From an optimization exercise on the open Yosys and OpenROAD flow, aimed at small area; shortcuts taken in it are not production practice.
In this exercise RTL edits were held to simulation tests only and were not proved equivalent to the original.
Power is estimated from default activity; no workload was simulated.

## the previous run
==> flow/design.v <==
module mtm_Alu (
    input  wire clk,    
    input  wire rst_n,  
    input  wire sin,    
    output wire sout    
);
reg  [3:0]  bc;
reg  [3:0]  pc;
reg  [1:0]  cd;       
reg  [3:0]  lf;       
reg  [3:0]  M;
reg  [31:0] X;
reg  [31:0] H;        
wire busy  = pc[3] & pc[2];
wire pc8   = pc[3] & !pc[2];
wire bc10  = (bc == 4'd10);
wire ferr  = !busy && ((bc == 4'd1 && (pc8 ? !sin : sin)) || (bc10 && !sin));
wire pay   = !busy && bc >= 4'd2 && bc <= 4'd9;
wire ldr   = !busy && pc8 && bc10;               
wire ldh   = (pc == 4'd13) && bc[0];             
reg         c16;
wire        arith = M[2];
wire        sub   = M[0];
wire [31:0] yb    = H ^ {32{sub}};
wire [32:0] cc;
wire [31:0] sum;
assign cc[0]  = sub;
genvar gi;
generate for (gi = 0; gi < 32; gi = gi + 1) begin : rca
    wire ci = (gi == 16) ? c16 : cc[gi];
    assign sum[gi]  = X[gi] ^ yb[gi] ^ ci;
    assign cc[gi+1] = (X[gi] & yb[gi]) | (X[gi] & ci) | (yb[gi] & ci);
end endgenerate
wire [31:0] R     = arith ? sum : (sub ? (X | H) : (X & H));
reg  [2:0] spc;
reg  [3:0] sbc;
reg  [2:0] oc;        
reg        z;        
wire spc4  = spc[2];
wire sidle = spc4 && bc10s;
wire bc10s = (sbc == 4'd10);
wire spay  = sbc >= 4'd2 && sbc <= 4'd9;
wire sdata = !spc4 && spay;
wire go    = sidle && (cd[1] || (cd[0] && (!M[3] || M == 4'b1010 || M == 4'b1100)));
wire cy    = c16 ^ sub;
reg  obit;
always @* begin
    if (sbc == 4'd0) obit = 1'b0;
    else if (sbc == 4'd1) obit = spc4;
    else if (!spay) obit = 1'b1;
    else if (!spc4) obit = H[31];
    else if (sbc <= 4'd6) obit = M[3];
    else obit = oc[2];
end
assign sout = obit;
always @(posedge clk) begin
    if (!rst_n) begin
        bc <= 4'd0; pc <= 4'd0; cd <= 2'd0;
        spc <= 3'd4; sbc <= 4'd10;
    end else begin
        cd <= busy ? pc[1:0] : 2'd0;
        if (bc != 4'd0 || !sin) begin
            if (ferr) begin
                bc <= 4'd1; pc <= 4'd14;
            end else if (bc10) begin
                bc <= 4'd0;
                if (busy) pc <= 4'd0;
                else if (!pc8) pc <= pc + 4'd1;
                else if (lf == 4'd0) begin pc <= 4'd13; bc <= 4'd9; end
                else begin pc <= 4'd15; bc <= 4'd1; end
            end else bc <= bc + 4'd1;
        end
        if (go) begin
            sbc <= 4'd15;
            spc <= (cd[1] || M[3] || M[1]) ? 3'd4 : 3'd0;
        end else if (!sidle) begin
            if (bc10s) begin
                sbc <= 4'd0;
                spc <= spc + 3'd1;
            end else sbc <= sbc + 4'd1;
        end
    end
end
always @(posedge clk) begin
    if (pc == 4'd0 && bc < 4'd9)
        lf <= 4'd0;
    else if (pay) begin
        lf <= {lf[2:0], 1'b0} ^ (lf[3] ? 4'b0011 : 4'b0000) ^
              (((pc8 && bc == 4'd2) || sin) ? ((pc == 4'd4 && bc <= 4'd8) ? 4'b1111 : 4'b0011) : 4'b0000);
    end
    if (go) begin
        if (cd[1]) begin                                       
            M <= cd[0] ? 4'b1010 : 4'b1100;
            z <= !cd[0];
            oc <= cd[0] ? 3'b111 : 3'b101;
        end else if (M[3]) begin                               
            z <= M[2];
            oc <= M[2] ? 3'b101 : 3'b111;
        end else if (M[1]) begin                               
            M <= 4'b1001;
            z <= 1'b0;
            oc <= 3'b110;
        end else begin                                         
            M <= {1'b0, arith && cy, arith && !cy && H[31], arith};
            z <= arith && (sub ? cy : H[31]);
        end
    end else begin
        if (pay && pc8) begin
            if (bc <= 4'd5) M <= {M[2:0], sin};
            else if (M[3] && (sin != (bc == 4'd6 ? M[2] : bc == 4'd7 ? M[1] : bc == 4'd9)))
                M <= 4'b1000;
        end else if (spc4 && spay) M <= {M[2:0], z};
        else if (sdata) M[0] <= M[0] && !H[31];
        if (spc == 3'd0 && sbc == 4'd2) oc <= 3'd0;
        else if (spay) oc <= {oc[1:0], 1'b0} ^ ((oc[2] ^ obit) ? 3'b011 : 3'b000);
    end
    if (pay && pc[3:2] == 2'b00) X <= {X[30:0], sin};
    if (ldr) begin
        H[15:0] <= R[15:0];
        c16 <= cc[16];
    end else if (ldh) begin
        H[31:16] <= R[31:16];
        c16 <= cc[32];
    end else if ((pay && pc[3:2] == 2'b01) || sdata) H <= {H[30:0], sin};
end
endmodule
clock: 8.0 ns
lec_check: 0
cap_margin: 20
core_margin: 2
core_utilization: 40
cts_buf_list: sky130_fd_sc_hd__clkbuf_8
slew_margin: 20
run.sh (not shown) runs the stock make flow with config.mk's settings and CLKGATE_MAP_FILE= SYNTH_SCRIPT=/design/flow/synth_recipe.tcl, a recipe that flattens the netlist after the stock synthesis.
The previous run: flow completed, timing, DRC and antenna clean
> inputs changed (the previous run -> the current run)
-- flow/design.v --
<<< the previous run, line 17
wire ferr  = !busy && ((bc == 4'd1 && (pc8 ? !sin : sin)) || (bc10 && !sin));
wire pay   = !busy && bc >= 4'd2 && bc <= 4'd9;
wire ldr   = !busy && pc8 && bc10;               
wire ldh   = (pc == 4'd13) && bc[0];             
reg         c16;
wire        arith = M[2];
wire        sub   = M[0];
wire [31:0] yb    = H ^ {32{sub}};
wire [32:0] cc;
wire [31:0] sum;
assign cc[0]  = sub;
genvar gi;
generate for (gi = 0; gi < 32; gi = gi + 1) begin : rca
    wire ci = (gi == 16) ? c16 : cc[gi];
    assign sum[gi]  = X[gi] ^ yb[gi] ^ ci;
    assign cc[gi+1] = (X[gi] & yb[gi]) | (X[gi] & ci) | (yb[gi] & ci);
end endgenerate
wire [31:0] R     = arith ? sum : (sub ? (X | H) : (X & H));
reg  [2:0] spc;
reg  [3:0] sbc;
>>> the current run, line 17
wire ferr  = !busy && ((bc == 4'd1 && (pc8 ? !sin : sin)) || (bc10 && !sin));
wire pay   = !busy && bc >= 4'd2 && bc <= 4'd9;
reg         c8;
wire        arith = M[2];
wire        sub   = M[0];
wire [1:0]  ck    = {bc[3], bc[0]};                  
wire        ldc   = pay && pc8 && bc >= 4'd6;
reg  [7:0]  xa, ha;
always @* begin
    case (ck)
        2'd0: begin xa = X[7:0];   ha = H[7:0];   end
        2'd1: begin xa = X[15:8];  ha = H[15:8];  end
        2'd2: begin xa = X[23:16]; ha = H[23:16]; end
        default: begin xa = X[31:24]; ha = H[31:24]; end
    endcase
end
wire [7:0]  yb    = ha ^ {8{sub}};
wire [8:0]  cc;
wire [7:0]  sum;
assign cc[0] = (ck == 2'd0) ? sub : c8;
genvar gi;
generate for (gi = 0; gi < 8; gi = gi + 1) begin : rca
    assign sum[gi]  = xa[gi] ^ yb[gi] ^ cc[gi];
    assign cc[gi+1] = (xa[gi] & yb[gi]) | (xa[gi] & cc[gi]) | (yb[gi] & cc[gi]);
end endgenerate
wire [7:0]  R     = arith ? sum : (sub ? (xa | ha) : (xa & ha));
reg  [2:0] spc;
reg  [3:0] sbc;
<<< the previous run, line 43
wire sdata = !spc4 && spay;
wire go    = sidle && (cd[1] || (cd[0] && (!M[3] || M == 4'b1010 || M == 4'b1100)));
wire cy    = c16 ^ sub;
reg  obit;
always @* begin
>>> the current run, line 51
wire sdata = !spc4 && spay;
wire go    = sidle && (cd[1] || (cd[0] && (!M[3] || M == 4'b1010 || M == 4'b1100)));
wire cy    = c8 ^ sub;
reg  obit;
always @* begin
<<< the previous run, line 116
    end
    if (pay && pc[3:2] == 2'b00) X <= {X[30:0], sin};
    if (ldr) begin
        H[15:0] <= R[15:0];
        c16 <= cc[16];
    end else if (ldh) begin
        H[31:16] <= R[31:16];
        c16 <= cc[32];
    end else if ((pay && pc[3:2] == 2'b01) || sdata) H <= {H[30:0], sin};
end
>>> the current run, line 124
    end
    if (pay && pc[3:2] == 2'b00) X <= {X[30:0], sin};
    if (ldc) begin
        case (ck)
            2'd0: H[7:0]   <= R;
            2'd1: H[15:8]  <= R;
            2'd2: H[23:16] <= R;
            default: H[31:24] <= R;
        endcase
        c8 <= cc[8];
    end else if ((pay && pc[3:2] == 2'b01) || sdata) H <= {H[30:0], sin};
end
Notes after the runs:
- The current run vs. the previous run: proportion of power drawn by flip-flops and latches went up by 12 points.
- The current run — routed wire length 690 um lower, the previous run as reference
- Across both runs, initial standard-cell utilization of the core was higher for the current run than for the previous run.
- The current run has part of the power in combinational logic below what the previous run had.
- Of the current run and the previous run, the higher switching share of power belongs to the previous run.
- The previous run → the current run: sum of buffers and inverters on the critical path now sits lower; post-synthesis share of cell area spent on and, or, nand and nor gates saw an increase.
- Largest cell class by area = multi-input combinational cells: the previous run; largest cell class by area = registers: the current run
- The current run ends up with a switching power of the nets that is 180 uW lower than in the previous run.
- Of the current run and the previous run, the lower sequential portion of the cell area belongs to the previous run.
- Via count of the first global-routing pass for the current run: about 17% down relative to the previous run
- The lower data arrival time of the critical path of the current run and the previous run is in the current run.
- Delta (the current run minus the previous run): share of synthesized area spent on multiplexers now sits higher; number of iterations in the first detailed-routing pass now sits at about the same level; number of buffers outside the clock class in the layout now sits lower.

==> port drivers added, routing unchanged <==
How much do the figures lean on ideal ports? The routed layouts below were timed once more, with nothing changed but the port constraints. Step 1 (the two cells are an assumption about what drives the block):
set clk [get_ports {clk}]
set_driving_cell -lib_cell sky130_fd_sc_hd__clkbuf_16 $clk
set_driving_cell -lib_cell sky130_fd_sc_hd__buf_2 [delete_from_list [all_inputs] $clk]
Step 2 moves the port delays by t, midway between the first and last clock arrival at a register: inputs arrive t later, outputs are due t later. That takes back most of the time a late clock gives input paths. Three values: ideal, step 1, step 2; two values: the first two.
run | shift t [ns] | setup WS [ns] | worst setup path at the end | worst slew at a driven data input, ns
the previous run | 0.407 | 0.677 / 0.677 / 0.677 | register to register | 0.04
the current run | 0.404 | 2.320 / 2.320 / 2.320 | register to register | 0.03
After both steps every run listed still meets setup and hold.
